Background: an optimization exercise with open tools, aiming at small area. Do not read the settings as production practice. Only simulation tests tie the RTL to the original design; equivalence was not proved. Power is estimated from default activity; no workload was simulated.

<file path="flow/config.mk">
export PLATFORM = sky130hd
export DESIGN_NAME = UART_TOP
export DESIGN_NICKNAME = UART_TOP
export VERILOG_FILES = /design/flow/design.v
export SDC_FILE = /design/flow/constraint.sdc
export NUM_CORES = 4
export LEC_CHECK = 0
export CAP_MARGIN = 20
export CORE_MARGIN = 2
export CORE_UTILIZATION = 40
export CTS_CLUSTER_DIAMETER = 200
export CTS_CLUSTER_SIZE = 30
export SLEW_MARGIN = 20
</file>
<file path="flow/constraint.sdc">
create_clock -name core_clock -period 20.0 [get_ports {I_CLK}]
set_input_delay 4.0000 -clock core_clock [delete_from_list [all_inputs] [get_ports {I_CLK}]]
set_output_delay 4.0000 -clock core_clock [all_outputs]
set_load 0.01 [all_outputs]
</file>
<file path="flow/design.v">
`timescale 1ns/1ps
module BAUD_GEN (
    input        I_CLK,
    input        I_RESET_N,
    input  [3:0] I_BAUD_RATE,
    input        I_BCLK_MODE,
    input        I_CNT_EN,
    input        I_CNT_LOAD,
    output logic O_BCLK
);
logic [8:0] cnt_reg;
logic [8:0] divisor;
always_comb begin
    case ({I_BCLK_MODE, I_BAUD_RATE[1:0]})
        3'b000: divisor = 9'b011100001;  
        3'b001: divisor = 9'b100101010;  
        3'b010: divisor = 9'b010101110;  
        3'b011: divisor = 9'b011000101;  
        3'b100: divisor = 9'b000101011;  
        3'b101: divisor = 9'b010101111;  
        3'b110: divisor = 9'b010010011;  
        default: divisor = 9'b110110011;  
    endcase
end
wire zero = ~|cnt_reg;
always_ff @(posedge I_CLK or negedge I_RESET_N) begin
    if (!I_RESET_N)
        cnt_reg <= '0;
    else if (I_CNT_EN)
        cnt_reg <= (I_CNT_LOAD | zero) ? divisor : {cnt_reg[7:0], ~(cnt_reg[8] ^ cnt_reg[3])};
end
assign O_BCLK = zero & I_CNT_EN;
endmodule
`timescale 1ns/1ps
module FIFO_SYNC (
    input              I_CLK,
    input              I_RESET_N,
    input              I_WR_EN,
    input              I_RD_EN,
    input        [7:0] I_FIFO_WDATA,
    output logic [7:0] O_FIFO_RDATA,
    output logic       O_FIFO_FULL,
    output logic       O_FIFO_EMPTY
);
logic [7:0] mem [0:15];
logic [4:0] last;
logic [7:0] lvl1 [0:3];
wire push = I_WR_EN & ~O_FIFO_FULL;
wire pop  = I_RD_EN & ~O_FIFO_EMPTY;
always_ff @(posedge I_CLK) begin
    if (push) begin
        mem[0] <= I_FIFO_WDATA;
        for (int i = 1; i < 16; i++)
            mem[i] <= mem[i-1];
    end
end
always_ff @(posedge I_CLK or negedge I_RESET_N) begin
    if (!I_RESET_N)
        last <= 5'b11111;
    else if (push & ~pop)
        last <= last + 5'd1;
    else if (pop & ~push)
        last <= last - 5'd1;
end
assign O_FIFO_EMPTY = last[4];
assign O_FIFO_FULL  = ~last[4] & (&last[3:0]);
always_comb begin
    for (int g = 0; g < 4; g++)
        lvl1[g] = last[1] ? (last[0] ? mem[4*g+3] : mem[4*g+2])
                          : (last[0] ? mem[4*g+1] : mem[4*g]);
    O_FIFO_RDATA = last[3] ? (last[2] ? lvl1[3] : lvl1[2])
                           : (last[2] ? lvl1[1] : lvl1[0]);
end
endmodule
`timescale 1ns/1ps
module HEX_7_SEG (
    input        [3:0] I_HEX_IN,
    output logic [7:0] O_SEG_OUT
);
wire [3:0] h = I_HEX_IN;
assign O_SEG_OUT[0] = ~((~h[2] & ~h[0]) | (h[3] & ~h[2] & ~h[1]) | (h[3] & ~h[0]) | (~h[3] & h[1]) | (h[2] & h[1]) | (~h[3] & h[2] & h[0]));
assign O_SEG_OUT[1] = (~h[3] & h[2] & ~h[1] & h[0]) | (h[3] & h[2] & ~h[0]) | (h[2] & h[1] & ~h[0]) | (h[3] & h[1] & h[0]);
assign O_SEG_OUT[2] = (h[3] & h[2] & h[1]) | (~h[3] & ~h[2] & h[1] & ~h[0]) | (h[3] & h[2] & ~h[0]);
assign O_SEG_OUT[3] = ~((~h[2] & h[1] & h[0]) | (h[2] & ~h[1] & h[0]) | (h[2] & h[1] & ~h[0]) | (~h[3] & ~h[2] & ~h[0]) | (h[3] & ~h[1]));
assign O_SEG_OUT[4] = (~h[3] & h[0]) | (~h[2] & ~h[1] & h[0]) | (~h[3] & h[2] & ~h[1]);
assign O_SEG_OUT[5] = ~((~h[1] & ~h[0]) | (h[2] & ~h[0]) | (h[3] & h[1]) | (h[3] & ~h[2]) | (~h[3] & h[2] & ~h[1]));
assign O_SEG_OUT[6] = (~h[3] & ~h[2] & ~h[1]) | (h[3] & h[2] & ~h[1] & ~h[0]) | (~h[3] & h[2] & h[1] & h[0]);
assign O_SEG_OUT[7] = 1'b1;
endmodule
`timescale 1ns/1ps
module RECEIVER_SHIFT_REG (
    input              I_CLK,
    input              I_RESET_N,
    input              I_BCLK,
    input              I_FIFO_NFULL,
    input              I_RX_IN,
    input              I_PARITY_EN,
    input              I_PARITY_TYPE,
    output logic       O_PARITY_ERR,
    output logic       O_FIFO_WRITE,
    output logic [7:0] O_RDATA
);
localparam [3:0] P_IDLE   = 4'd0;
localparam [3:0] P_START  = 4'd1;
localparam [3:0] P_D7     = 4'd9;
localparam [3:0] P_PARITY = 4'd10;
localparam [3:0] P_STOP   = 4'd11;
localparam [3:0] P_WRITE  = 4'd12;
logic [1:0] rx_in_sync;
logic       falling_edge_reg;
logic [3:0] pos;
logic [3:0] baud_cnt;
logic [8:0] shift_reg;
logic       par_acc;
wire rx       = rx_in_sync[1];
wire sample   = I_BCLK & (baud_cnt == 4'd7);
wire shifting = (pos >= 4'd2) & (pos <= P_PARITY);
always_ff @(posedge I_CLK or negedge I_RESET_N) begin
    if (!I_RESET_N) begin
        rx_in_sync       <= 2'b11;
        falling_edge_reg <= 1'b1;
    end else begin
        rx_in_sync       <= {rx_in_sync[0], I_RX_IN};
        falling_edge_reg <= rx;
    end
end
always_ff @(posedge I_CLK or negedge I_RESET_N) begin
    if (!I_RESET_N)
        pos <= P_IDLE;
    else begin
        case (pos)
            P_IDLE:  if (~rx & falling_edge_reg & I_FIFO_NFULL) pos <= P_START;
            P_START: if (sample) pos <= rx ? P_IDLE : pos + 4'd1;
            P_D7:    if (sample) pos <= I_PARITY_EN ? P_PARITY : P_STOP;
            P_STOP:  if (sample) pos <= rx ? P_WRITE : P_IDLE;
            P_WRITE: pos <= P_IDLE;
            default: if (sample) pos <= pos + 4'd1;
        endcase
    end
end
always_ff @(posedge I_CLK) begin
    if ((pos == P_IDLE) | (pos == P_WRITE))
        baud_cnt <= '0;
    else if (I_BCLK)
        baud_cnt <= baud_cnt + 4'd1;
end
always_ff @(posedge I_CLK) begin
    if (shifting & sample) begin
        shift_reg <= {rx, shift_reg[8:1]};
        par_acc   <= par_acc ^ rx;
    end else if (pos == P_IDLE) begin
        shift_reg[8] <= 1'b0;
        par_acc      <= 1'b0;
    end
end
always_ff @(posedge I_CLK or negedge I_RESET_N) begin
    if (!I_RESET_N)
        O_PARITY_ERR <= 1'b0;
    else if (~I_PARITY_EN | (pos == P_IDLE))
        O_PARITY_ERR <= 1'b0;
    else if ((pos == P_STOP) & sample)
        O_PARITY_ERR <= par_acc ^ I_PARITY_TYPE;
end
assign O_FIFO_WRITE = (pos == P_WRITE) & ~O_PARITY_ERR;
assign O_RDATA      = I_PARITY_EN ? shift_reg[7:0] : shift_reg[8:1];
endmodule
`timescale 1ns/1ps
module TRANS_SHIFT_REG (
    input        I_CLK,
    input        I_BCLK,
    input        I_RESET_N,
    input  [7:0] I_TDATA,
    input        I_FIFO_NEMPTY,
    input        I_PARITY_TYPE,
    input        I_PARITY_EN,
    output logic O_FIFO_READ,
    output logic O_TX_OUT
);
localparam [3:0] P_IDLE   = 4'd0;
localparam [3:0] P_LOAD   = 4'd1;
localparam [3:0] P_START  = 4'd2;
localparam [3:0] P_D7     = 4'd10;
localparam [3:0] P_PARITY = 4'd11;
localparam [3:0] P_STOP   = 4'd12;
logic [3:0] pos;
logic [3:0] baud_cnt;
logic [7:0] shift_reg;
wire tick    = I_BCLK & (baud_cnt == 4'd15);
wire in_data = (pos >= 4'd3) & (pos <= P_D7);
always_ff @(posedge I_CLK or negedge I_RESET_N) begin
    if (!I_RESET_N)
        pos <= P_IDLE;
    else begin
        case (pos)
            P_IDLE:   if (I_FIFO_NEMPTY) pos <= P_LOAD;
            P_LOAD:   pos <= P_START;
            P_D7:     if (tick) pos <= I_PARITY_EN ? P_PARITY : P_STOP;
            P_STOP:   if (tick) pos <= P_IDLE;
            default:  if (tick) pos <= pos + 4'd1;
        endcase
    end
end
always_ff @(posedge I_CLK) begin
    if (pos == P_IDLE)
        baud_cnt <= '0;
    else if (I_BCLK)
        baud_cnt <= baud_cnt + 4'd1;
end
always_ff @(posedge I_CLK) begin
    if (pos == P_LOAD)
        shift_reg <= I_TDATA;
    else if (in_data & tick)
        shift_reg <= {shift_reg[7] ^ shift_reg[0], shift_reg[7:1]};
end
assign O_FIFO_READ = (pos == P_LOAD);
always_comb begin
    if (pos == P_START)
        O_TX_OUT = 1'b0;
    else if (in_data)
        O_TX_OUT = shift_reg[0];
    else if (pos == P_PARITY)
        O_TX_OUT = ~I_PARITY_EN | (shift_reg[6] ^ I_PARITY_TYPE);
    else
        O_TX_OUT = 1'b1;
end
endmodule
`timescale 1ns/1ps
module UART_TOP(
    input                I_CLK,
    input                I_RESET_N,
    input [3:0]          I_BAUD_RATE,
    input                I_BCLK_MODE,  
    input                I_CNT_EN,   
    input                I_CNT_LOAD,   
    input                I_PARITY_TYPE, 
    input                I_PARITY_EN,
    input                I_WR_EN,       
    input                I_RD_EN,       
    input [7:0]          I_WDATA,
    input                I_RX_IN,
    output logic        O_TX_OUT,
    output logic        O_RX_FULL,
    output logic        O_TX_EMPTY,
    output logic [15:0] O_RDATA,
    output logic        O_PARITY_ERR,
    output logic        O_RX_EMPTY
);
    logic [7:0] rdata_out;
    logic       bclk;
    logic       rsr_fifo_nfull;
    logic       rsr_write;
    logic [7:0] rsr_data;
    logic       tsr_fifo_nempty;
    logic       tsr_read;
    logic [7:0] tsr_data;
    logic       parity_error;
    logic       rsr_fifo_empty;
BAUD_GEN baud_gen(
    .I_CLK       ( I_CLK),
    .I_RESET_N   ( I_RESET_N),
    .I_BAUD_RATE ( I_BAUD_RATE),
    .I_BCLK_MODE ( I_BCLK_MODE),
    .I_CNT_EN    ( I_CNT_EN),
    .I_CNT_LOAD  ( I_CNT_LOAD),
    .O_BCLK      ( bclk)
);
RECEIVER_SHIFT_REG receiver_shift_reg(
    .I_CLK         ( I_CLK),
    .I_RESET_N     ( I_RESET_N),
    .I_BCLK        ( bclk),
    .I_FIFO_NFULL  ( ~rsr_fifo_nfull),
    .I_RX_IN       ( I_RX_IN),
    .I_PARITY_EN   ( I_PARITY_EN),
    .I_PARITY_TYPE ( I_PARITY_TYPE),
    .O_PARITY_ERR  ( parity_error),
    .O_FIFO_WRITE  ( rsr_write),
    .O_RDATA       ( rsr_data)
);
FIFO_SYNC fifo_sync_rsr(
    .I_CLK        ( I_CLK),
    .I_RESET_N    ( I_RESET_N),
    .I_WR_EN      ( rsr_write),
    .I_RD_EN      ( I_RD_EN),
    .I_FIFO_WDATA ( rsr_data),
    .O_FIFO_RDATA ( rdata_out),
    .O_FIFO_FULL  ( rsr_fifo_nfull),
    .O_FIFO_EMPTY ( rsr_fifo_empty)
);
TRANS_SHIFT_REG trans_shift_reg(
    .I_CLK         ( I_CLK),
    .I_BCLK        ( bclk),
    .I_RESET_N     ( I_RESET_N),
    .I_TDATA       ( tsr_data),
    .I_FIFO_NEMPTY ( ~tsr_fifo_nempty),
    .I_PARITY_EN   ( I_PARITY_EN),
    .I_PARITY_TYPE ( I_PARITY_TYPE),
    .O_FIFO_READ   ( tsr_read),
    .O_TX_OUT      ( O_TX_OUT)
);
FIFO_SYNC fifo_sync_tsr(
    .I_CLK        ( I_CLK),
    .I_RESET_N    ( I_RESET_N),
    .I_WR_EN      ( I_WR_EN),
    .I_RD_EN      ( tsr_read),
    .I_FIFO_WDATA ( I_WDATA),
    .O_FIFO_RDATA ( tsr_data),
    .O_FIFO_FULL  ( ),
    .O_FIFO_EMPTY ( tsr_fifo_nempty)
);
HEX_7_SEG hex_7_seg_0(
    .I_HEX_IN  ( rdata_out[3:0]),
    .O_SEG_OUT ( O_RDATA[7:0])  
);
HEX_7_SEG hex_7_seg_1(
    .I_HEX_IN  ( rdata_out[7:4]),
    .O_SEG_OUT ( O_RDATA[15:8])  
);
assign O_TX_EMPTY   = tsr_fifo_nempty;
assign O_RX_FULL    = rsr_fifo_nfull;
assign O_PARITY_ERR = parity_error;
assign O_RX_EMPTY   = rsr_fifo_empty;
endmodule
</file>
<file path="flow/run.sh">
#!/bin/bash
# synth_recipe.tcl (not shown) runs the flow's synth.tcl, then flattens the netlist and writes it again
# the make line also repeats each setting of config.mk as NAME=value (left out here)
make -C /OpenROAD-flow-scripts/flow DESIGN_CONFIG=/design/flow/config.mk WORK_HOME=/design/flow/orfs CLKGATE_MAP_FILE= SYNTH_SCRIPT=/design/flow/synth_recipe.tcl finish
</file>
==> results_dict.tcl, run 1 <==
set metrics [dict create \
    cp-start-kind "input pin" \
    place_hpwl_um 13050 \
    fin_cells 1279 \
    rsz0062_at_grt "no" \
    synthCells 804 \
    tns_ps 0 \
    finalCriticalPeriod_ps 9979 \
    drtPass1Iterations 5 \
    place_inst 1255 \
    path_cells "clkdlybuf4s50_1 -> nand3_1 -> nor2_1 -> a221oi_1 -> clkdlybuf4s50_1" \
    synthTopCellsByCount "edfxtp_1 (274), nand2_1 (59), mux4_2 (53), mux2i_1 (37), nor2_1 (36)" \
    layout-drive-gt1-share 0.1396 \
    status "finished clean" \
    end_kind "primary output" \
    ys_ff_latch 313 \
    synth.yosys.seq_area_share 0.6842 \
    grt_max_degree 94 \
    drtIter0Drc 608 \
    ys_types 65 \
    core_mm2 0.03328 \
    wire_per_inst_um 16.87 \
    vias 6754 \
    drt_wl_total_um 21570 \
    syn_area_mm2 0.01342 \
    finalHoldViolations 0 \
    start_util 0.4032 \
    gp_congestion 0.7506 \
    worstMarginPinSlew_ps 948.4 \
    antenna_found_initial 0 \
    vias_per_cell 5.281 \
    htreeDepth 1 \
    vdd.ir_drop.worst_mv 0.1007 \
    startpoint "I_PARITY_EN" \
    critical_path_class "in2out" \
    antenna_cells 0 \
    numCtsBuffers 14 \
    synth_top_area_cell "edfxtp_1" \
    skew_ps 24.86 \
    powerDensity_mw_per_mm2 125.0 \
    preCtsSetupSlack_ps 10040 \
    grt_pass1_wl_um 35570 \
    fin_ws_ps 10020 \
    ios 43 \
    synth_top_area_frac 0.6132 \
    reg_top3 "fifo_sync_rsr.mem x128, fifo_sync_tsr.mem x128" \
    synth_warnings 6 \
    async_flop_share 0.09904 \
    root_buffer "clkbuf_16" \
    clock_path_buffers 3 \
    avgSynthCellArea_um2 16.69 \
    setup_viol 0 \
    maxCapViolations 0 \
    grt_usage 0.1225 \
    cp_slowest_cell "clkdlybuf4s50_1" \
    arrival_ps 5980 \
    min_path_type "reg2reg" \
    yosysMostFrequentCell "edfxtp_1" \
    ant_nets 0 \
    worstPathMaxFanout 13 \
    dieArea_mm2 0.03503 \
    finalNetCount 866 \
    min-delay-start "receiver_shift_reg.rx_in_sync[0]" \
    clk_pin_slew_ps 110 \
    row_count 67 \
    fmax_mhz 100.2 \
    cts_resized 0 \
    yosys_most_used_dff "edfxtp_1" \
    synth_edf_count 274 \
    area_growth_pct 8.868 \
    finalCritPeriodShare 0.4990 \
    finalMaxSlewViolations 0 \
    postCtsHoldBufs 0 \
    critical_path.max_stage_delay_ps 710 \
    io_buffers 38 \
    slew_headroom 0.3677 \
    worstSkewPairLatency_ps 510 \
    path_common_cell "clkdlybuf4s50_1" \
    die-height_um 187.2 \
    gr-total-overflow 0 \
    die-width_um 187.2 \
    worstPathRequired_ps 16000 \
    grt_pass1_vias 6544 \
    cts_tree "built" \
    cts_setup_buffers 0 \
    crit-reg2reg-launch "fifo_sync_rsr.last[0]" \
    cts_sinks 313 \
    drc 0 \
    synth.area.top_cells "edfxtp_1 (61%), mux4_2 (8.9%), dfrtp_1 (3.4%)" \
    leakage_nw 4.939 \
]
[per-stage QoR]
stage	utilization	area [um2]	power (mW)	hold slack [ps]
final	0.4389	14610	1.827	378.0
after global routing	0.4389	14610	1.933	382.8
after CTS	0.4386	14600	1.853	382.5
after detailed placement	0.4258	14170	1.508	365.0
after global placement	0.4258	14170	1.505	366.0
after floorplan	-	13420	1.319	345.2
[kinds of logic after synthesis]
group	Yosys count	synth area share
other	1	0.0002795
muxes	105	0.1325
buffers and inverters	61	0.02415
AOI/OAI and AO/OA	121	0.06593
and+or+nand+nor	156	0.05521
adders and majority gates	22	0.02145
xor gates and xnor gates	25	0.01632
DFF	313	0.6842
[where the power goes]
group	switching [mW]	internal [mW]
Combinational	0.315	0.340
Sequential	0.0659	0.766
Clock	0.196	0.145
[path summary, 6_finish.rpt]
path | end | slack (ps) | cells past startpoint
worst max-delay path | O_TX_OUT | 10020 | 5
max in group asynchronous | receiver_shift_reg.rx_in_sync[1] | 15780 | 2
worst max register to register | fifo_sync_rsr.last[4] | 16110 | 13
min in group asynchronous | trans_shift_reg.pos[0] | 3880 | 2
worst min-delay path | receiver_shift_reg.rx_in_sync[1] | 380 | 0
worst min register to register | receiver_shift_reg.rx_in_sync[1] | 380 | 0
[layer usage]
| metal | share of wire | global-route usage |
|---|---|---|
| met1 | 0.50 | 0.1892 |
| met2 | 0.45 | 0.1859 |
| met3 | 0.029 | 0.01576 |
| met4 | 0.017 | 0.02656 |
| met5 | 0 | 0 |
[layout by cell type, fill, tap and decap left out, types with 5 or more instances in the layout]
cell type / synthesis / routed
a22o_1: 5 / 5
o21ai_1: 4 / 5
dfxtp_1: 8 / 8
nand4_1: 8 / 8
and2_1: 7 / 7
xor2_1: 13 / 13
buf_4: 3 / 6
xnor2_1: 12 / 12
mux2i_1: 37 / 37
mux4_2: 53 / 53
nor2_1: 36 / 36
nand2_1: 59 / 59
a21oi_1: 20 / 20
nor2b_1: 8 / 8
a221oi_1: 10 / 10
inv_1: 18 / 18
clkdlybuf4s50_1: 0 / 38
edfxtp_1: 274 / 274
o211ai_1: 10 / 10
nand3_1: 12 / 12
dfstp_2: 13 / 13
o21ai_0: 24 / 23
dfrtp_1: 18 / 18
o22ai_1: 5 / 5
clkbuf_16: 0 / 15
clkbuf_1: 20 / 8
mux2_2: 12 / 12
o221ai_1: 6 / 6
ha_1: 19 / 19
a22oi_1: 5 / 5
a221oi_2: 8 / 8
[cell type report]
cell class | count | area (um2)
Multi-Input combinational cell | 431 | 3938
Sequential cell | 313 | 9180
Fill cell | 2915 | 18670
Timing Repair Buffer | 45 | 436.7
Clock inverter | 1 | 20.02
Tap cell | 448 | 560.5
Inverter | 18 | 67.56
Clock buffer | 23 | 405.4
[worst max-delay path: cells and delay by family]
family	cells	cell delay [ps]
AOI/OAI and AO/OA	1	400
and+or+nand+nor	2	240
buffers and inverters	2	1330
==> run 2: changes to the inputs <==
==> flow/flow/run.sh (new file) <==
#!/bin/bash
# The standard layout (standard.sh: the ORFS flow with its standard
# synthesis), with two changes in how the layout is made:
#  - port buffering uses the smallest buffer (buf_1) rather than the one
#    buffer_ports picks by default (clkdlybuf4s50_1);
#  - clock tree synthesis clusters up to 30 sinks per leaf buffer within a
#    200 um diameter and inserts no dummy loads.
# make's full output goes to flow_make.log; each ORFS step writes its own log
# under orfs/logs/.
set -euo pipefail
export BUFFER_PORTS_ARGS="-buffer_cell sky130_fd_sc_hd__buf_1"
export CTS_ARGS="-sink_clustering_enable -repair_clock_nets -sink_clustering_size 30 -sink_clustering_max_diameter 200 -dont_use_dummy_load"
bash standard.sh finish > flow_make.log 2>&1
==> flow/standard.sh (new file) <==
#!/bin/bash
# synth_recipe.tcl (not shown) runs the flow's synth.tcl, then flattens the netlist and writes it again
# the make line also repeats each setting of config.mk as NAME=value (left out here)
make -C /OpenROAD-flow-scripts/flow DESIGN_CONFIG=/design/flow/config.mk WORK_HOME=/design/flow/orfs CLKGATE_MAP_FILE= SYNTH_SCRIPT=/design/flow/synth_recipe.tcl "${@:-finish}"
--- a/flow/config.mk
+++ b/flow/config.mk
@@ -8,6 +8,4 @@
 export CAP_MARGIN = 20
 export CORE_MARGIN = 2
 export CORE_UTILIZATION = 40
-export CTS_CLUSTER_DIAMETER = 200
-export CTS_CLUSTER_SIZE = 30
 export SLEW_MARGIN = 20
removed: flow/run.sh
==> run 2 against run 1 <==
Synthesized cell count did not move. Setup slack gained 900 ps. Maximum frequency grew 9.9%. Synthesized area stayed put. Via count decreased by 0.28%. Worst hold slack improved by 16 ps. First-iteration DRC count shrank 22%. Routed wire length grew 0.48%. Clock power fell by 9.1%. Largest power group unchanged.
==> results_dict.tcl, run 2 <==
set metrics [dict create \
    clock_path_buffers 3 \
    cts_sinks 313 \
    setup_viol 0 \
    area_growth_pct 6.490 \
    avgSynthCellArea_um2 16.69 \
    numCtsBuffers 14 \
    vias 6735 \
    hold_slack_ps 394.2 \
    cts_tree "built" \
    skew_ps 47.44 \
    ant_nets 0 \
    synth_edf_count 274 \
    drtIter0Drc 474 \
    grt_max_degree 94 \
    grt_pass1_vias 6614 \
    ios 43 \
    finalNetCount 865 \
    yosys_most_used_dff "edfxtp_1" \
    clkPwrFrac 0.178 \
    maxCapViolations 0 \
    fmax_mhz 110.2 \
    critical_path.max_stage_delay_ps 520 \
    regToRegEndpoint "fifo_sync_rsr.last[4]" \
    layout-drive-gt1-share 0.1390 \
    finalHoldViolations 0 \
    worstPathRequired_ps 16000 \
    holdPathEnd "fifo_sync_tsr.mem[12][7]" \
    synth_top_area_cell "edfxtp_1" \
    synth.area.top_cells "edfxtp_1 (61%), mux4_2 (8.9%), dfrtp_1 (3.4%)" \
    finalMaxSlewViolations 0 \
    combPwrFrac 0.342 \
    place_hpwl_um 13270 \
    cp-start-kind "input pin" \
    synthTopCellsByCount "edfxtp_1 (274), nand2_1 (59), mux4_2 (53), mux2i_1 (37), nor2_1 (36)" \
    cts_resized 0 \
    seq_power_share 0.480 \
    async_flop_share 0.09904 \
    start_util 0.4032 \
    reg_top3 "fifo_sync_rsr.mem x128, fifo_sync_tsr.mem x128" \
    ys_ff_latch 313 \
    grt_pass1_wl_um 35710 \
    drtPass1Iterations 5 \
    path_cells "buf_1 -> nand3_1 -> nor2_1 -> a221oi_1 -> buf_1" \
    leakage_nw 4.805 \
    switchingPower_mw 0.5633 \
    worstPathMaxFanout 13 \
    end_kind "primary output" \
    fillers 2967 \
    p_total_mw 1.733 \
    worst_path_dominant_cell_family "buffers and inverters" \
    syn_area_mm2 0.01342 \
    die-width_um 187.2 \
    place_inst 1254 \
    p_sw_frac 0.3250 \
    whs_path_depth 0 \
    rsz0062_at_grt "no" \
    slew_headroom 0.3631 \
    gp_congestion 0.7762 \
    powerDensity_mw_per_mm2 121.3 \
    final_cell_mix "edfxtp_1 (274), nand2_1 (59), mux4_2 (53)" \
    final_common_cell "edfxtp_1" \
    drt_wl_total_um 21680 \
    synth.yosys.seq_area_share 0.6842 \
    gr-total-overflow 0 \
    min-delay-start "fifo_sync_tsr.mem[11][7]" \
    finalCriticalPeriod_ps 9077 \
    path_common_cell "buf_1" \
    wire_per_inst_um 17.10 \
    status "finished clean" \
    yosysMostFrequentCell "edfxtp_1" \
    tns_ps 0 \
    critical_path_class "in2out" \
    row_count 67 \
    die-height_um 187.2 \
    finalCritPeriodShare 0.4539 \
    grt_usage 0.1238 \
    cp_slowest_cell "buf_1" \
    core_mm2 0.03328 \
    io_buffers 38 \
    ff2ff_path_depth 13 \
    internal_power_mw 1.170 \
    root_buffer "clkbuf_16" \
    cp_num_buf_inv 2 \
    vias_per_cell 5.312 \
    antenna_found_initial 0 \
    ys_types 65 \
    fin_cells 1268 \
    reg2reg_slack_ps 16130 \
    synthCells 804 \
    vdd.ir_drop.worst_mv 0.09865 \
    drc 0 \
    antenna_cells 0 \
    synth_top_area_frac 0.6132 \
    postCtsHoldBufs 0 \
    worstSkewPairLatency_ps 480 \
    htreeDepth 1 \
    arrival_ps 5080 \
    synth_warnings 6 \
    min_path_type "reg2reg" \
    worstMarginPinSlew_ps 955.3 \
    clk_pin_slew_ps 110 \
    cts_setup_buffers 0 \
    dieArea_mm2 0.03503 \
    crit-reg2reg-launch "fifo_sync_rsr.last[0]" \
]
run 2: through the flow:
step	setup slack, ps	instance area [um2]	util
finish	10920	14290	0.4293
global route	10780	14290	0.4293
CTS	10880	14280	0.4290
detailed placement	10880	13930	0.4185
global placement	10880	13930	0.4185
floorplan	2851	13420	-
run 2: cell type report:
type                       instances  area [um2]  area share
clock buffer                      14       350.3     0.02452
timing repair buffer              44       192.7     0.01349
multi-input combinational        431        3938      0.2756
sequential                       313        9180      0.6425
inverter                          18       67.56    0.004729
tap                              448       560.5     0.03923
run 2: worst reg2reg max path, cell delays in order (launching register included):
cell and delay, ps:
dfstp_2 530, buf_4 710, nand4_1 180, nor2_1 350, nor4b_2 90, buf_4 390
ha_1 370, inv_1 150, ha_1 290, a21o_1 190, a21oi_1 190, xnor2_1 90
nor2_1 120, xor2_1 160
run 2: power groups by stage:
stage          sequential [mW]  clock, mW  combinational, mW
2_1_floorplan            0.798          0              0.521
3_3_place_gp             0.847          0              0.592
3_5_place_dp             0.850          0              0.596
4_1_cts                  0.835      0.326              0.598
5_1_grt                  0.842      0.344              0.650
6_report                 0.831      0.309              0.592
run 2: cell families (layout without fill, tap and decap cells):
kind of cell / after synthesis / after routing / synth area share
AO/OA/AOI/OAI: 121 / 121 / 0.06593
XOR/XNOR: 25 / 25 / 0.01632
adder cells (fa/ha/maj): 22 / 22 / 0.02145
buffers and inverters: 61 / 76 / 0.02415
flip-flops: 313 / 313 / 0.6842
multiplexers: 105 / 105 / 0.1325
other: 1 / 2 / 0.0002795
AND/OR/NAND/NOR: 156 / 156 / 0.05521
run 2: how the worst max path moves through the flow:
stage,from,end,depth (start not counted)
2_1_floorplan,fifo_sync_rsr.last[0],fifo_sync_rsr.last[4],14
3_3_place_gp,I_PARITY_EN,O_TX_OUT,5
3_5_place_dp,I_PARITY_EN,O_TX_OUT,5
4_1_cts,I_PARITY_EN,O_TX_OUT,5
5_1_grt,I_PARITY_EN,O_TX_OUT,5
6_report,I_PARITY_EN,O_TX_OUT,5
run 2: layer usage:
metal / vias up / routed length, um / GRT usage
met4: 0 / 462 / 0.03205
li1: 3175 / - / -
met3: 29 / 561 / 0.01445
met2: 95 / 9882 / 0.1946
met5: - / 0 / 0
met1: 3436 / 10770 / 0.1844
==> run 3: changes to the inputs <==
--- a/flow/design.v
+++ b/flow/design.v
@@ -43,8 +43,8 @@
     output logic       O_FIFO_EMPTY
 );
 logic [7:0] mem [0:15];
-logic [4:0] last;
-logic [7:0] lvl1 [0:3];
+logic [4:0] last_n;    
+wire  [4:0] last = ~last_n;
 wire push = I_WR_EN & ~O_FIFO_FULL;
 wire pop  = I_RD_EN & ~O_FIFO_EMPTY;
 always_ff @(posedge I_CLK) begin
@@ -56,20 +56,18 @@
 end
 always_ff @(posedge I_CLK or negedge I_RESET_N) begin
     if (!I_RESET_N)
-        last <= 5'b11111;
+        last_n <= 5'b00000;
     else if (push & ~pop)
-        last <= last + 5'd1;
+        last_n <= last_n - 5'd1;
     else if (pop & ~push)
-        last <= last - 5'd1;
+        last_n <= last_n + 5'd1;
 end
 assign O_FIFO_EMPTY = last[4];
 assign O_FIFO_FULL  = ~last[4] & (&last[3:0]);
 always_comb begin
-    for (int g = 0; g < 4; g++)
-        lvl1[g] = last[1] ? (last[0] ? mem[4*g+3] : mem[4*g+2])
-                          : (last[0] ? mem[4*g+1] : mem[4*g]);
-    O_FIFO_RDATA = last[3] ? (last[2] ? lvl1[3] : lvl1[2])
-                           : (last[2] ? lvl1[1] : lvl1[0]);
+    O_FIFO_RDATA = '0;
+    for (int i = 0; i < 16; i++)
+        O_FIFO_RDATA = O_FIFO_RDATA | ({8{last[3:0] == i}} & mem[i]);
 end
 endmodule
 `timescale 1ns/1ps
==> flow/flow/run.sh (replaced) <==
#!/bin/bash
# The standard layout (standard.sh), with these changes in how the layout
# is made:
#  - synthesis: flow/synth_area.tcl sources synth_recipe.tcl unchanged but has
#    Yosys's abc pass use the area-oriented ABC script flow/area.abc, and
#    ADDER_MAP_FILE is left empty so adders are mapped by ABC with the rest
#    of the logic instead of as separate half/full-adder cells. Registers are
#    mapped and named as in the standard synthesis.
#  - port buffering uses the smallest buffer (buf_1);
#  - clock tree synthesis clusters up to 30 sinks per leaf buffer within a
#    200 um diameter and inserts no dummy loads.
# make's full output goes to flow_make.log; each ORFS step (Yosys, OpenROAD)
# writes its own log under orfs/logs/.
set -euo pipefail
HERE=$(pwd)
export FLOW_SYNTH_TCL="$HERE/synth_recipe.tcl"
export FLOW_ABC_SCRIPT="$HERE/flow/area.abc"
export BUFFER_PORTS_ARGS="-buffer_cell sky130_fd_sc_hd__buf_1"
export CTS_ARGS="-sink_clustering_enable -repair_clock_nets -sink_clustering_size 30 -sink_clustering_max_diameter 200 -dont_use_dummy_load"
bash standard.sh SYNTH_SCRIPT="$HERE/flow/synth_area.tcl" ADDER_MAP_FILE= finish > flow_make.log 2>&1
==> flow/flow/area.abc (new file) <==
strash
if -K 4 -a
mfs2 -a
strash
dc2
dch -f
amap -F 8 -A 8
==> flow/flow/synth_area.tcl (new file) <==
# The standard synthesis (synth_recipe.tcl, sourced unchanged), except
# that Yosys's abc pass maps the combinational logic with the area-oriented
# ABC script flow/area.abc instead of ORFS's speed script. Registers are
# mapped by dfflibmap as in the standard synthesis and keep their names.
proc abc {args} {
  set i [lsearch $args -script]
  if {$i >= 0} { lset args [expr {$i + 1}] $::env(FLOW_ABC_SCRIPT) }
  yosys abc {*}$args
}
source $::env(FLOW_SYNTH_TCL)
==> run 3 against run 2 <==
Still clean. Global-route usage rose by 4.1 points. Synthesized area down 10%. First-iteration DRC count increased by 81%. Synthesized cell count up 1.6%. Cell count grew 0.79%. Sequential share of layout area rose by 5.1 points. Clock power is 1% higher. Combinational power decreased by 75%. Utilization rose by 1.7 points. Critical endpoint unchanged. Largest power group unchanged. Highest routed layer unchanged.
==> results_dict.tcl, run 3 <==
set metrics [dict create \
    core_mm2 0.02964 \
    cts_resized 0 \
    maxCapViolations 0 \
    met2_usage 0.2678 \
    gp_congestion 0.8157 \
    io_buffers 38 \
    grt.busiest_layer "met2" \
    critical_path_class "in2out" \
    async_flop_share 0.09904 \
    ant_nets 0 \
    place_inst 1264 \
    synth_warnings 5 \
    synth_top_area_frac 0.6834 \
    cts_tree "built" \
    end_kind "primary output" \
    crit-reg2reg-launch "trans_shift_reg.pos[1]" \
    worstPathMaxFanout 12 \
    antenna_cells 0 \
    grt_pass1_vias 7059 \
    startpoint "I_PARITY_EN" \
    ios 43 \
    synth.yosys.seq_area_share 0.7614 \
    min_path_type "reg2reg" \
    die-height_um 177.5 \
    rsz0062_at_grt "no" \
    cts_setup_buffers 0 \
    syn_area_mm2 0.01204 \
    fmax_mhz 102.6 \
    min-delay-start "receiver_shift_reg.rx_in_sync[0]" \
    drt_wl_total_um 26000 \
    multi_input_comb_area_mm2 0.002665 \
    grt_max_degree 83 \
    vias_per_cell 5.834 \
    postCtsHoldBufs 0 \
    finalCritPeriodShare 0.4875 \
    cp_slowest_cell "or4_1" \
    start_util 0.4062 \
    ys_types 40 \
    final_cell_mix "edfxtp_1 (274), nor2_1 (74), clkinv_1 (67)" \
    vdd.ir_drop.worst_mv 0.07535 \
    fin_cells 1278 \
    vias 7456 \
    synth.area.top_cells "edfxtp_1 (68%), dfrtp_1 (5.8%), a222oi_1 (4.3%)" \
    place_hpwl_um 16020 \
    synthTopCellsByCount "edfxtp_1 (274), nor2_1 (75), clkinv_1 (67), nand2_1 (57), a222oi_1 (52)" \
    dieArea_mm2 0.03150 \
    skew_ps 44.22 \
    htreeDepth 1 \
    finalCriticalPeriod_ps 9749 \
    antenna_found_initial 0 \
    synth_edf_count 274 \
    row_count 63 \
    arrival_ps 5750 \
    die-width_um 177.5 \
    yosysMostFrequentCell "edfxtp_1" \
    grt_pass1_wl_um 40120 \
    met3_usage 0.02164 \
    critical_path.max_stage_delay_ps 430 \
    path_cells "buf_1 -> clkinv_1 -> nor2_1 -> a21oi_1 -> or4_1 -> o21a_1 -> buf_1" \
    setup_viol 0 \
    leakage_nw 4.196 \
    clock_path_buffers 3 \
    final-seq-area_mm2 0.009168 \
    numCtsBuffers 14 \
    drtPass1Iterations 6 \
    finalMaxSlewViolations 0 \
    slew_headroom 0.2769 \
    cts_sinks 313 \
    powerDensity_mw_per_mm2 95.28 \
    yosys_most_used_dff "edfxtp_1" \
    layout-drive-gt1-share 0.05293 \
    synth_top_area_cell "edfxtp_1" \
    drtIter0Drc 860 \
    use_met1 0.2338 \
    finalHoldViolations 0 \
    final_common_cell "edfxtp_1" \
    gr-total-overflow 0 \
    status "finished clean" \
    tns_ps 0 \
    ys_ff_latch 313 \
    synthCells 817 \
    area_growth_pct 9.768 \
    wire_per_inst_um 20.35 \
    drc 0 \
    clk_pin_slew_ps 110 \
    reg_top3 "fifo_sync_rsr.mem x128, fifo_sync_tsr.mem x128" \
    path_common_cell "buf_1" \
    grt_usage 0.1645 \
    avgSynthCellArea_um2 14.74 \
    worstPathRequired_ps 16000 \
    fillers 2696 \
    root_buffer "clkbuf_16" \
    cp-start-kind "input pin" \
    worstMarginPinSlew_ps 1081 \
    finalNetCount 912 \
    worstSkewPairLatency_ps 510 \
]
## run 3: cell count changes in the layout (fill, tap and decap cells not counted), moves of 20 or more
| cell | previous run | this run |
|---|---|---|
| a222oi_1 | 0 | 52 |
| a22oi_1 | 5 | 27 |
| clkinv_1 | 0 | 67 |
| mux2i_1 | 37 | 0 |
| mux4_2 | 53 | 0 |
| nor2_1 | 36 | 74 |
| nor3_1 | 4 | 24 |
## run 3: worst paths after layout
check                                                   end  cells after the start  slack, ps
max                                                O_TX_OUT                      7      10250
min                        receiver_shift_reg.rx_in_sync[1]                      0        360
max reg2reg                         fifo_sync_tsr.last_n[4]                     10      15940
min reg2reg                receiver_shift_reg.rx_in_sync[1]                      0        360
max in group asynchronous           fifo_sync_tsr.last_n[3]                      1      15860
min in group asynchronous               baud_gen.cnt_reg[2]                      1       3570
## run 3: worst max-delay path, delay by kind of cell
family,cells,cell delay [ps]
buf+inv,3,900
simple gates,2,610
compound gates,2,240
## run 3: metrics by stage
| step | hold WS (ps) | util | area [um2] | worst slack, ps | power [mW] |
|---|---|---|---|---|---|
| after global routing | 373.7 | 0.4459 | 13220 | 10030 | 1.309 |
| final | 361.7 | 0.4459 | 13220 | 10250 | 1.259 |
| after global placement | 346.6 | 0.4341 | 12870 | 10250 | 0.9541 |
| after CTS | 364.6 | 0.4459 | 13220 | 10240 | 1.270 |
| after detailed placement | 347.3 | 0.4341 | 12870 | 10250 | 0.9588 |
| after floorplan | 345.2 | - | 12040 | 2912 | 0.9026 |
## run 3: area by class of cell
class / instances / area share
Sequential cell: 313 / 0.6936
Clock buffer: 14 / 0.02651
Timing Repair Buffer: 58 / 0.02225
Multi-Input combinational cell: 436 / 0.2016
Inverter: 67 / 0.01903
Tap cell: 390 / 0.03692
## run 3: kinds of logic (layout without fill, tap and decap cells)
| group | count (synthesis) | count (layout) | synth area share |
|---|---|---|---|
| AO/OA/AOI/OAI | 230 | 230 | 0.1427 |
| buffers and inverters | 69 | 139 | 0.02213 |
| AND/OR/NAND/NOR | 204 | 204 | 0.07347 |
| other | 1 | 2 | 0.0003115 |
| flip-flops | 313 | 313 | 0.7614 |
## run 3: layer usage
metal,part of all wire,wire (um)
met1,0.44,11360
met2,0.47,12330
met3,0.067,1735
met4,0.022,573
met5,0,0
## run 3: power breakdown
part | switching (mW) | internal [mW] | total, mW
Clock | 0.185 | 0.127 | 0.313
Combinational | 0.103 | 0.0462 | 0.149
Sequential | 0.0339 | 0.764 | 0.797
==> run 4: changes to the inputs <==
--- a/flow/design.v
+++ b/flow/design.v
@@ -100,10 +100,11 @@
 );
 localparam [3:0] P_IDLE   = 4'd0;
 localparam [3:0] P_START  = 4'd1;
-localparam [3:0] P_D7     = 4'd9;
-localparam [3:0] P_PARITY = 4'd10;
-localparam [3:0] P_STOP   = 4'd11;
-localparam [3:0] P_WRITE  = 4'd12;
+localparam [3:0] P_PARITY = 4'd2;
+localparam [3:0] P_STOP   = 4'd3;
+localparam [3:0] P_WRITE  = 4'd4;
+localparam [3:0] P_D0     = 4'd8;    
+localparam [3:0] P_D7     = 4'd15;
 logic [1:0] rx_in_sync;
 logic       falling_edge_reg;
 logic [3:0] pos;
@@ -112,7 +113,7 @@
 logic       par_acc;
 wire rx       = rx_in_sync[1];
 wire sample   = I_BCLK & (baud_cnt == 4'd7);
-wire shifting = (pos >= 4'd2) & (pos <= P_PARITY);
+wire shifting = pos[3] | (pos == P_PARITY);
 always_ff @(posedge I_CLK or negedge I_RESET_N) begin
     if (!I_RESET_N) begin
         rx_in_sync       <= 2'b11;
@@ -128,9 +129,10 @@
     else begin
         case (pos)
             P_IDLE:  if (~rx & falling_edge_reg & I_FIFO_NFULL) pos <= P_START;
-            P_START: if (sample) pos <= rx ? P_IDLE : pos + 4'd1;
+            P_START: if (sample) pos <= rx ? P_IDLE : P_D0;
             P_D7:    if (sample) pos <= I_PARITY_EN ? P_PARITY : P_STOP;
             P_STOP:  if (sample) pos <= rx ? P_WRITE : P_IDLE;
+            P_PARITY: if (sample) pos <= P_STOP;
             P_WRITE: pos <= P_IDLE;
             default: if (sample) pos <= pos + 4'd1;
         endcase
@@ -177,14 +179,15 @@
 localparam [3:0] P_IDLE   = 4'd0;
 localparam [3:0] P_LOAD   = 4'd1;
 localparam [3:0] P_START  = 4'd2;
-localparam [3:0] P_D7     = 4'd10;
-localparam [3:0] P_PARITY = 4'd11;
-localparam [3:0] P_STOP   = 4'd12;
+localparam [3:0] P_PARITY = 4'd3;
+localparam [3:0] P_STOP   = 4'd4;
+localparam [3:0] P_D0     = 4'd8;    
+localparam [3:0] P_D7     = 4'd15;
 logic [3:0] pos;
 logic [3:0] baud_cnt;
 logic [7:0] shift_reg;
 wire tick    = I_BCLK & (baud_cnt == 4'd15);
-wire in_data = (pos >= 4'd3) & (pos <= P_D7);
+wire in_data = pos[3];
 always_ff @(posedge I_CLK or negedge I_RESET_N) begin
     if (!I_RESET_N)
         pos <= P_IDLE;
@@ -192,6 +195,8 @@
         case (pos)
             P_IDLE:   if (I_FIFO_NEMPTY) pos <= P_LOAD;
             P_LOAD:   pos <= P_START;
+            P_START:  if (tick) pos <= P_D0;
+            P_PARITY: if (tick) pos <= P_STOP;
             P_D7:     if (tick) pos <= I_PARITY_EN ? P_PARITY : P_STOP;
             P_STOP:   if (tick) pos <= P_IDLE;
             default:  if (tick) pos <= pos + 4'd1;
==> flow/flow/area.abc (replaced) <==
strash
&get -n
&deepsyn -I 4 -J 50
&put
if -K 4 -a
mfs2 -a
strash
dc2
dch -f
amap -F 8 -A 8
==> run 4 against run 3 <==
Die area down 1.1%. Flip-flop and latch count unchanged. Still clean. Clock-buffer cell count stayed put. Largest power group unchanged. Utilization is 0.16 points lower. Synthesized cell count is 2.9% lower. Synthesized area decreased by 1.1%. Worst hold slack better by 2.1 ps. Register-to-register slack better by 450 ps. Combinational power is 5% lower. Total power is 3.9% higher.
==> results_dict.tcl, run 4 <==
set metrics [dict create \
    vias 7260 \
    slew_headroom 0.2692 \
    status "finished clean" \
    grt_pass1_vias 6757 \
    finalCriticalPeriod_ps 9314 \
    hold_slack_ps 363.8 \
    finalHoldViolations 0 \
    clock_path_buffers 3 \
    fin_util 0.4443 \
    min_path_type "reg2reg" \
    final_common_cell "edfxtp_1" \
    die-width_um 176.5 \
    grt_pass1_wl_um 38970 \
    cp-start-kind "input pin" \
    finalCritPeriodShare 0.4657 \
    wire_per_inst_um 20.23 \
    area_growth_pct 10.02 \
    cts_resized 0 \
    cts_sinks 313 \
    numCtsBuffers 14 \
    dieArea_mm2 0.03116 \
    final_cell_area_mm2 0.01310 \
    rsz0062_at_grt "no" \
    cts_tree "built" \
    yosys_most_used_dff "edfxtp_1" \
    preCtsSetupSlack_ps 10650 \
    placed_cell_area_mm2 0.01273 \
    worstSkewPairLatency_ps 510 \
    synthTopCellsByCount "edfxtp_1 (274), clkinv_1 (67), nand2_1 (67), nor2_1 (64), a222oi_1 (45)" \
    synth_top_area_cell "edfxtp_1" \
    grt_max_degree 72 \
    fillers 2655 \
    async_flop_share 0.09904 \
    avgSynthCellArea_um2 15.01 \
    root_buffer "clkbuf_16" \
    maxCapViolations 0 \
    htreeDepth 1 \
    gr-total-overflow 0 \
    die-height_um 176.5 \
    cts_setup_buffers 0 \
    finalMaxSlewViolations 0 \
    yosysMostFrequentCell "edfxtp_1" \
    antenna_found_initial 0 \
    synth_edf_count 274 \
    ff2ff_path_depth 11 \
    ios 43 \
    postCtsHoldBufs 0 \
    tns_ps 0 \
    skew_ps 46.79 \
    row_count 63 \
    end_kind "primary output" \
    whs_path_depth 0 \
    place_hpwl_um 16040 \
    vias_per_cell 5.780 \
    io_buffers 38 \
    grt_usage 0.1608 \
    ant_nets 0 \
    reg_top3 "fifo_sync_rsr.mem x128, fifo_sync_tsr.mem x128" \
    ys_types 42 \
    fmax_mhz 107.4 \
    drtPass1Iterations 6 \
    vdd.ir_drop.worst_mv 0.08908 \
    leakage_nw 4.109 \
    drt_wl_total_um 25410 \
    synth.area.top_cells "edfxtp_1 (69%), dfrtp_1 (5.9%), a222oi_1 (3.8%)" \
    finalNetCount 890 \
    layout-drive-gt1-share 0.05543 \
    final_cell_mix "edfxtp_1 (274), nand2_1 (67), clkinv_1 (66)" \
    synth.yosys.seq_area_share 0.7700 \
    powerDensity_mw_per_mm2 99.93 \
    clk_pin_slew_ps 110 \
    synthCells 793 \
    arrival_ps 5310 \
    setup_viol 0 \
    drc 0 \
    ys_ff_latch 313 \
    worstPathMaxFanout 14 \
    critical_path_class "in2out" \
    synth_top_area_frac 0.6911 \
    gp_congestion 0.7944 \
    drtIter0Drc 1080 \
    start_util 0.4038 \
    fin_ws_ps 10690 \
    core_mm2 0.02948 \
    worstMarginPinSlew_ps 1093 \
    syn_area_mm2 0.01191 \
    worstPathRequired_ps 16000 \
    antenna_cells 0 \
    synth_warnings 5 \
]
[run 4: cell families (layout without fill, tap and decap cells)]
| family | count (synthesis) | count (layout) | share of synthesized area |
|---|---|---|---|
| buffers and inverters | 69 | 141 | 0.02239 |
| AND/OR/NAND/NOR | 190 | 190 | 0.06894 |
| AO/OA/AOI/OAI | 220 | 220 | 0.1383 |
| other | 1 | 2 | 0.0003150 |
| flip-flops | 313 | 313 | 0.7700 |
[run 4: final timing paths]
kind	from	slack [ps]	endpoint
setup / recovery	I_PARITY_EN	10690	O_TX_OUT
hold / removal	receiver_shift_reg.rx_in_sync[0]	360	receiver_shift_reg.rx_in_sync[1]
setup reg to reg	fifo_sync_tsr.last_n[3]	16390	fifo_sync_tsr.last_n[3]
hold reg to reg	receiver_shift_reg.rx_in_sync[0]	360	receiver_shift_reg.rx_in_sync[1]
max in group asynchronous	I_RESET_N	15890	fifo_sync_rsr.last_n[3]
min in group asynchronous	I_RESET_N	3580	baud_gen.cnt_reg[7]
[run 4: per-stage QoR]
step / total power [mW] / cells
6_report: 1.309 / 1256
3_3_place_gp: 1.007 / 1242
2_1_floorplan: 0.9454 / 794
5_1_grt: 1.358 / 1256
4_1_cts: 1.320 / 1256
3_5_place_dp: 1.010 / 1242
[run 4: report_power, final]
group | leakage, nW | switching, mW | internal, mW
registers | 2.96 | 0.0467 | 0.809
clock network | 0.173 | 0.185 | 0.127
logic | 0.976 | 0.100 | 0.0413
[run 4: worst max-delay path: stages]
cell,delay (ps)
buf_1,480
o21ai_0,180
a21oi_1,160
nor2_1,60
o32a_1,280
buf_1,140
[run 4: per-layer routing]
metal	GRT usage	vias up	wire length (um)
met1	0.2431	3599	11460
li1	-	3343	-
met5	0	-	0
met3	0.02713	29	2105
met2	0.2471	289	11540
met4	0.03030	0	316
[run 4: final cells by class]
| class | instances | area (um2) | area share |
|---|---|---|---|
| Tap cell | 390 | 488.0 | 0.03726 |
| Inverter | 67 | 254.0 | 0.01939 |
| Clock buffer | 14 | 350.3 | 0.02675 |
| Timing Repair Buffer | 60 | 309.0 | 0.02360 |
| Sequential cell | 313 | 9168 | 0.6999 |
| Multi-Input combinational cell | 412 | 2529 | 0.1931 |
==> run 5: changes to the inputs <==
==> flow/flow/run.sh (replaced) <==
#!/bin/bash
# The standard layout (standard.sh), with these changes in how the layout
# is made:
#  - synthesis: flow/synth_area.tcl sources synth_recipe.tcl unchanged but has
#    Yosys's abc pass use the area-oriented ABC script flow/area.abc, and
#    ADDER_MAP_FILE is left empty so adders are mapped by ABC with the rest
#    of the logic instead of as separate half/full-adder cells. Registers are
#    mapped and named as in the standard synthesis.
#  - port buffering uses the smallest buffer (buf_1);
#  - clock tree synthesis clusters up to 30 sinks per leaf buffer
#    (clkbuf_16) within a 200 um diameter, uses clkbuf_4 for the root and
#    the branches above the leaf buffers, and inserts no dummy loads.
# make's full output goes to flow_make.log; each ORFS step (Yosys, OpenROAD)
# writes its own log under orfs/logs/.
set -euo pipefail
HERE=$(pwd)
export FLOW_SYNTH_TCL="$HERE/synth_recipe.tcl"
export FLOW_ABC_SCRIPT="$HERE/flow/area.abc"
export BUFFER_PORTS_ARGS="-buffer_cell sky130_fd_sc_hd__buf_1"
export CTS_ARGS="-sink_clustering_enable -repair_clock_nets -sink_clustering_size 30 -sink_clustering_max_diameter 200 -dont_use_dummy_load -root_buf sky130_fd_sc_hd__clkbuf_4 -tree_buf sky130_fd_sc_hd__clkbuf_4 -sink_clustering_buffer sky130_fd_sc_hd__clkbuf_16 -buf_list {sky130_fd_sc_hd__clkbuf_4 sky130_fd_sc_hd__clkbuf_16}"
bash standard.sh SYNTH_SCRIPT="$HERE/flow/synth_area.tcl" ADDER_MAP_FILE= finish > flow_make.log 2>&1
==> run 5 against run 4 <==
Still clean. Critical path depth is the same. Synthesized area is the same. Worst hold slack is essentially flat. Setup slack lost 1.5 ps. Utilization shrank 0.17 points. Global-route usage is essentially flat. Synthesized cell count is the same. Clock-buffer cell count is the same. Sequential share of layout area grew 0.27 points. Routed wire length is essentially flat. Critical path type unchanged. Highest routed layer unchanged.
==> results_dict.tcl, run 5 <==
set metrics [dict create \
    status "finished clean" \
    cp-start-kind "input pin" \
    cts_sinks 313 \
    switchingPower_mw 0.3292 \
    vias_per_cell 5.784 \
    syn_area_mm2 0.01191 \
    start_util 0.4038 \
    core_mm2 0.02948 \
    gp_congestion 0.7944 \
    finalCritPeriodShare 0.4658 \
    synth_top_area_frac 0.6911 \
    synth.area.top_cells "edfxtp_1 (69%), dfrtp_1 (5.9%), a222oi_1 (3.8%)" \
    critical_path.max_stage_delay_ps 480 \
    powerDensity_mw_per_mm2 98.43 \
    finalNetCount 890 \
    ff2ff_path_depth 11 \
    fin_cells 1257 \
    regToRegEndpoint "fifo_sync_tsr.last_n[3]" \
    setup_viol 0 \
    io_buffers 38 \
    layout-drive-gt1-share 0.05543 \
    dieArea_mm2 0.03116 \
    final_cell_mix "edfxtp_1 (274), nand2_1 (67), clkinv_1 (66)" \
    dr_wl_met2_um 11560 \
    finalCriticalPeriod_ps 9315 \
    cp_slowest_cell "buf_1" \
    worstPathMaxFanout 14 \
    leakage_nw 4.086 \
    arrival_ps 5320 \
    grt_pass1_vias 6751 \
    fin_ws_ps 10680 \
    reg2reg_slack_ps 16440 \
    end_kind "primary output" \
    multi_input_comb_area_mm2 0.002529 \
    hold_slack_ps 363.9 \
    min_path_type "reg2reg" \
    fillers 2661 \
    gr-total-overflow 0 \
    seq_power_share 0.666 \
    finalHoldViolations 0 \
    final_common_cell "edfxtp_1" \
    clock_path_buffers 3 \
    cts_tree "built" \
    avgSynthCellArea_um2 15.01 \
    vias 7270 \
    final-seq-area_mm2 0.009168 \
    row_count 63 \
    reg_top3 "fifo_sync_rsr.mem x128, fifo_sync_tsr.mem x128" \
    cp_num_buf_inv 2 \
    fmax_mhz 107.4 \
    area_growth_pct 9.595 \
    cts_resized 0 \
    ios 43 \
    clkPwrFrac 0.224 \
    final_cell_area_mm2 0.01305 \
    maxCapViolations 0 \
    synth_edf_count 274 \
    grt_pass1_wl_um 38990 \
    antenna_found_initial 1 \
    synth_warnings 5 \
    worstSkewPairLatency_ps 690 \
    grt_max_degree 72 \
    worst_path_dominant_cell_family "buffers and inverters" \
    drtPass1Iterations 7 \
    synth.yosys.seq_area_share 0.7700 \
    min-delay-start "receiver_shift_reg.rx_in_sync[0]" \
    die-height_um 176.5 \
    path_common_cell "buf_1" \
    whs_path_depth 0 \
    ys_types 42 \
    met1_length_um 11540 \
    synthCells 793 \
    place_hpwl_um 16040 \
    drtIter0Drc 1048 \
    path_cells "buf_1 -> o21ai_0 -> a21oi_1 -> nor2_1 -> o32a_1 -> buf_1" \
    die-width_um 176.5 \
    worstPathRequired_ps 16000 \
    crit-reg2reg-launch "fifo_sync_tsr.last_n[3]" \
    synth_top_area_cell "edfxtp_1" \
    internal_power_mw 0.9551 \
    critical_path_class "in2out" \
    htreeDepth 1 \
    finalMaxSlewViolations 0 \
    ant_nets 0 \
    skew_ps 51.74 \
    yosys_most_used_dff "edfxtp_1" \
    cts_setup_buffers 0 \
    combPwrFrac 0.110 \
    preCtsSetupSlack_ps 10650 \
    numCtsBuffers 14 \
    grt_usage 0.1610 \
    synthTopCellsByCount "edfxtp_1 (274), clkinv_1 (67), nand2_1 (67), nor2_1 (64), a222oi_1 (45)" \
    clk_pin_slew_ps 110 \
    drt_wl_total_um 25430 \
    rsz0062_at_grt "no" \
    root_buffer "clkbuf_4" \
    p_sw_frac 0.2563 \
    place_inst 1242 \
    vdd.ir_drop.worst_mv 0.08962 \
    postCtsHoldBufs 0 \
    placed_cell_area_mm2 0.01273 \
    ys_ff_latch 313 \
    drc 0 \
    async_flop_share 0.09904 \
    holdPathEnd "receiver_shift_reg.rx_in_sync[1]" \
    worstMarginPinSlew_ps 1108 \
    wire_per_inst_um 20.23 \
    highest_layer "met4" \
    yosysMostFrequentCell "edfxtp_1" \
    wl_met3_um 2038 \
    slew_headroom 0.2598 \
    tns_ps 0 \
]
-- run 5: changes by cell type in the layout (fill, tap and decap cells not counted), sizes merged --
cell / delta
diode: +1
-- run 5: layout make-up --
cell class / instances / area share
Timing Repair Buffer: 60 / 0.02369
Sequential cell: 313 / 0.7026
Antenna cell: 1 / 0.0001918
Tap cell: 390 / 0.03740
Inverter: 67 / 0.01947
Clock buffer: 14 / 0.02282
Multi-Input combinational cell: 412 / 0.1938
-- run 5: power by group through the flow --
stage | registers (mW) | logic, mW | clock network (mW)
after CTS | 0.855 | 0.142 | 0.299
after floorplan | 0.855 | 0.0903 | 0
after detailed placement | 0.869 | 0.141 | 0
after global placement | 0.867 | 0.140 | 0
after global routing | 0.864 | 0.154 | 0.316
final | 0.855 | 0.142 | 0.288
-- run 5: worst max path at each step --
stage                                   start                       to  slack (ps)  cells past startpoint
floorplan           receiver_shift_reg.pos[1]  fifo_sync_rsr.last_n[1]        4570                      5
global placement                  I_PARITY_EN                 O_TX_OUT       10650                      6
detailed placement                I_PARITY_EN                 O_TX_OUT       10650                      6
CTS                               I_PARITY_EN                 O_TX_OUT       10640                      6
global route                      I_PARITY_EN                 O_TX_OUT       10470                      6
finish                            I_PARITY_EN                 O_TX_OUT       10680                      6
-- run 5: kinds of logic after synthesis --
group / Yosys count / share of synthesized area
other cells: 1 / 0.0003150
flops: 313 / 0.7700
compound gates: 220 / 0.1383
simple gates: 190 / 0.06894
buf+inv: 69 / 0.02239
-- run 5: routing by layer --
layer | track usage | vias to the layer above
met5 | 0 | -
met4 | 0.02858 | 0
met3 | 0.02821 | 24
met2 | 0.2479 | 288
met1 | 0.2430 | 3611
li1 | - | 3347
-- run 5: per-stage QoR --
| stage | util | power (mW) |
|---|---|---|
| floorplan | - | 0.9454 |
| global placement | 0.4318 | 1.007 |
| detailed placement | 0.4320 | 1.010 |
| CTS | 0.4421 | 1.296 |
| global route | 0.4426 | 1.334 |
| finish | 0.4426 | 1.284 |
==> run 6: changes to the inputs <==
--- a/flow/design.v
+++ b/flow/design.v
@@ -8,28 +8,29 @@
     input        I_CNT_LOAD,
     output logic O_BCLK
 );
+localparam logic [8:0] END_STATE = 9'b000000000;
 logic [8:0] cnt_reg;
 logic [8:0] divisor;
 always_comb begin
     case ({I_BCLK_MODE, I_BAUD_RATE[1:0]})
-        3'b000: divisor = 9'b011100001;  
-        3'b001: divisor = 9'b100101010;  
-        3'b010: divisor = 9'b010101110;  
-        3'b011: divisor = 9'b011000101;  
-        3'b100: divisor = 9'b000101011;  
-        3'b101: divisor = 9'b010101111;  
-        3'b110: divisor = 9'b010010011;  
-        default: divisor = 9'b110110011;  
+        3'b000: divisor = 9'b000110111;  
+        3'b001: divisor = 9'b101001001;  
+        3'b010: divisor = 9'b000101101;  
+        3'b011: divisor = 9'b010011001;  
+        3'b100: divisor = 9'b001110110;  
+        3'b101: divisor = 9'b101001101;  
+        3'b110: divisor = 9'b100010001;  
+        default: divisor = 9'b000010010;  
     endcase
 end
-wire zero = ~|cnt_reg;
+wire at_end = (cnt_reg == END_STATE);
 always_ff @(posedge I_CLK or negedge I_RESET_N) begin
     if (!I_RESET_N)
-        cnt_reg <= '0;
+        cnt_reg <= END_STATE;
     else if (I_CNT_EN)
-        cnt_reg <= (I_CNT_LOAD | zero) ? divisor : {cnt_reg[7:0], ~(cnt_reg[8] ^ cnt_reg[3])};
+        cnt_reg <= (I_CNT_LOAD | at_end) ? divisor : {cnt_reg[7:0], ~(cnt_reg[4] ^ cnt_reg[8])};
 end
-assign O_BCLK = zero & I_CNT_EN;
+assign O_BCLK = at_end & I_CNT_EN;
 endmodule
 `timescale 1ns/1ps
 module FIFO_SYNC (
==> run 6 against run 5 <==
Combinational power increased to 3.3 times the previous value. Clock skew grew 93 ps. Sequential power decreased by 4.4%. Clock power hardly changed. Worst hold slack worse by 30 ps. Utilization fell by 0.064 points. Global-route usage is 0.15 points higher. Register-to-register slack worse by 460 ps. Via count shrank 1.3%.
==> results_dict.tcl, run 6 <==
set metrics [dict create \
    drt_wl_total_um 25360 \
    clock_path_buffers 3 \
    start_util 0.4038 \
    htreeDepth 1 \
    finalCritPeriodShare 0.4768 \
    postCtsHoldBufs 0 \
    cp-start-kind "input pin" \
    internal_power_mw 1.031 \
    final_cell_area_mm2 0.01299 \
    avgSynthCellArea_um2 15.28 \
    numCtsBuffers 14 \
    worstMarginPinSlew_ps 1085 \
    fillers 2615 \
    layout-drive-gt1-share 0.05476 \
    ys_ff_latch 313 \
    ant_nets 0 \
    root_buffer "clkbuf_4" \
    setup_viol 0 \
    yosys.area_share.adder 0 \
    vias 7176 \
    ys_types 40 \
    antenna_found_initial 1 \
    switchingPower_mw 0.5419 \
    io_buffers 38 \
    seq_power_share 0.519 \
    drtPass1Iterations 6 \
    async_flop_share 0.09904 \
    dieArea_mm2 0.03107 \
    vdd.ir_drop.worst_mv 0.05958 \
    synth_top_area_frac 0.6931 \
    worstSkewPairLatency_ps 730 \
    place_inst 1216 \
    placed_cell_area_mm2 0.01269 \
    die-width_um 176.3 \
    fin_cells 1231 \
    min_path_type "reg2reg" \
    cts_sinks 313 \
    synth_top_area_cell "edfxtp_1" \
    row_count 63 \
    multi_input_comb_area_mm2 0.002540 \
    critical_path_class "in2out" \
    tns_ps 0 \
    maxCapViolations 0 \
    status "finished clean" \
    clkPwrFrac 0.182 \
    fmax_mhz 104.9 \
    yosysMostFrequentCell "edfxtp_1" \
    synth_warnings 5 \
    clk_pin_slew_ps 110 \
    synthMuxAreaShare 0 \
    skew_ps 144.4 \
    synth-compound-area-share 0.1342 \
    yosys_most_used_dff "edfxtp_1" \
    slew_headroom 0.2767 \
    die-height_um 176.3 \
    synthCells 777 \
    hold_slack_ps 334.4 \
    grt_usage 0.1625 \
    synth_top_family_by_area "compound AO/OA/AOI/OAI gates" \
    finalCriticalPeriod_ps 9535 \
    fin_util 0.4419 \
    ios 43 \
    synth.area.top_cells "edfxtp_1 (69%), dfrtp_1 (5.9%), a222oi_1 (4.5%)" \
    finalMaxSlewViolations 0 \
    gp_congestion 0.8500 \
    vias_per_cell 5.829 \
    syn_area_mm2 0.01187 \
    cts_tree "built" \
    worstPathMaxFanout 11 \
    grt_pass1_vias 6821 \
    synthTopCellsByCount "edfxtp_1 (274), nor2_1 (65), clkinv_1 (64), nand2_1 (61), a222oi_1 (53)" \
    final_cell_mix "edfxtp_1 (274), nor2_1 (65), clkinv_1 (64)" \
    finalNetCount 864 \
    place_hpwl_um 15750 \
    gr-total-overflow 0 \
    core_mm2 0.02940 \
    rsz0062_at_grt "no" \
    drc 0 \
    finalHoldViolations 0 \
    reg_top3 "fifo_sync_rsr.mem x128, fifo_sync_tsr.mem x128" \
    arrival_ps 5540 \
    synth.yosys.seq_area_share 0.7722 \
    final_common_cell "edfxtp_1" \
    wire_per_inst_um 20.60 \
    cts_resized 0 \
    leakage_nw 4.108 \
    worstPathRequired_ps 16000 \
    synth-xor-area-share 0 \
    drtIter0Drc 972 \
    grt_max_degree 94 \
    final-seq-area_mm2 0.009168 \
    powerDensity_mw_per_mm2 121.0 \
    grt_pass1_wl_um 39110 \
    synth_edf_count 274 \
    p_sw_frac 0.3446 \
    area_growth_pct 9.454 \
    yosys.area_share.simple 0.07177 \
    combPwrFrac 0.299 \
    end_kind "primary output" \
    cts_setup_buffers 0 \
]
==> run 6: cell count changes in the layout (fill, tap and decap cells not counted), sizes merged, moves of 8 or more <==
cell | previous run | this run
a21oi | 28 | 14
nor3 | 27 | 35
a22oi | 37 | 28
o21ai | 35 | 24
a222oi | 45 | 53
buf | 59 | 49
nand3 | 11 | 21
==> run 6: final cells by class <==
type,instances,area share
antenna,1,0.0001926
clock buffer,14,0.02292
inverter,64,0.01849
multi-input combinational,399,0.1955
sequential,313,0.7055
tap,390,0.03755
timing repair buffer,50,0.01984
==> run 6: cells by family after synthesis <==
family	after synthesis
compound gates	200
buf+inv	66
flops	313
other cells	1
simple gates	197
==> run 6: per-layer routing <==
layer	GRT usage	vias to the layer above	share of wire
li1	-	3295	-
met1	0.2336	3528	0.44
met2	0.2546	314	0.47
met3	0.03187	39	0.075
met4	0.04270	0	0.022
met5	0	-	0
==> run 6: critical path: stages <==
cell      delay, ps
buf_1           380
clkinv_1        420
a221oi_1        310
o211ai_1        120
o21a_1          160
buf_1           140
==> run 6: through the flow <==
step	setup WS [ps]	power, mW
floorplan	3755	1.137
global placement	10410	1.288
detailed placement	10370	1.298
CTS	10370	1.582
global route	10200	1.662
finish	10460	1.573
==> run 6: path summary, 6_finish.rpt <==
| check | start | end | slack (ps) | depth (start not counted) |
|---|---|---|---|---|
| setup reg to reg | receiver_shift_reg.pos[1] | fifo_sync_rsr.last_n[4] | 15980 | 10 |
| setup / recovery | I_PARITY_EN | O_TX_OUT | 10460 | 6 |
| hold reg to reg | fifo_sync_rsr.mem[10][6] | fifo_sync_rsr.mem[11][6] | 330 | 0 |
| max in group asynchronous | I_RESET_N | fifo_sync_rsr.last_n[0] | 16000 | 1 |
| hold / removal | fifo_sync_rsr.mem[10][6] | fifo_sync_rsr.mem[11][6] | 330 | 0 |
| min in group asynchronous | I_RESET_N | baud_gen.cnt_reg[8] | 3350 | 1 |
==> run 6: power by group through the flow <==
| stage | registers, mW | logic (mW) | clock network, mW |
|---|---|---|---|
| after global placement | 0.829 | 0.459 | 0 |
| after floorplan | 0.825 | 0.312 | 0 |
| final | 0.817 | 0.470 | 0.286 |
| after CTS | 0.817 | 0.469 | 0.296 |
| after detailed placement | 0.831 | 0.468 | 0 |
| after global routing | 0.824 | 0.523 | 0.315 |

[afterwards: timing with drivers on the ports]
In the flow no input, the clock included, has a driving cell. The finished layouts below were timed again as built, in two steps. Step 1 sets driving cells, clkbuf_16 on the clock port and buf_2 on the other inputs (assumed; they add their load-dependent delay and slew). Step 2, shift: input delay + t, output delay - t, t = (earliest + latest rising clock arrival at the registers) / 2. This alone moves slack from input paths to output paths. Slacks: ideal / step 1 / step 2; pairs: ideal / step 1.
run	t (ns)	setup WS [ns]	hold WS [ns]	worst setup path after step 2
run 1	0.538	10.021 / 9.999 / 9.999	0.378 / 0.378 / 0.378	input to output
run 2	0.514	10.923 / 10.896 / 10.896	0.394 / 0.394 / 0.394	input to output
run 3	0.532	10.251 / 10.201 / 10.201	0.362 / 0.362 / 0.362	input to output
run 4	0.531	10.686 / 10.659 / 10.659	0.364 / 0.364 / 0.364	input to output
run 5	0.700	10.685 / 10.658 / 10.658	0.364 / 0.364 / 0.364	input to output
run 6	0.703	10.465 / 10.440 / 10.440	0.334 / 0.334 / 0.334	input to output
After both steps setup and hold are still met in every run listed. For run 3, which loses most, drivers alone change the setup slack by -0.050 ns; drivers and shift together by -0.050 ns.
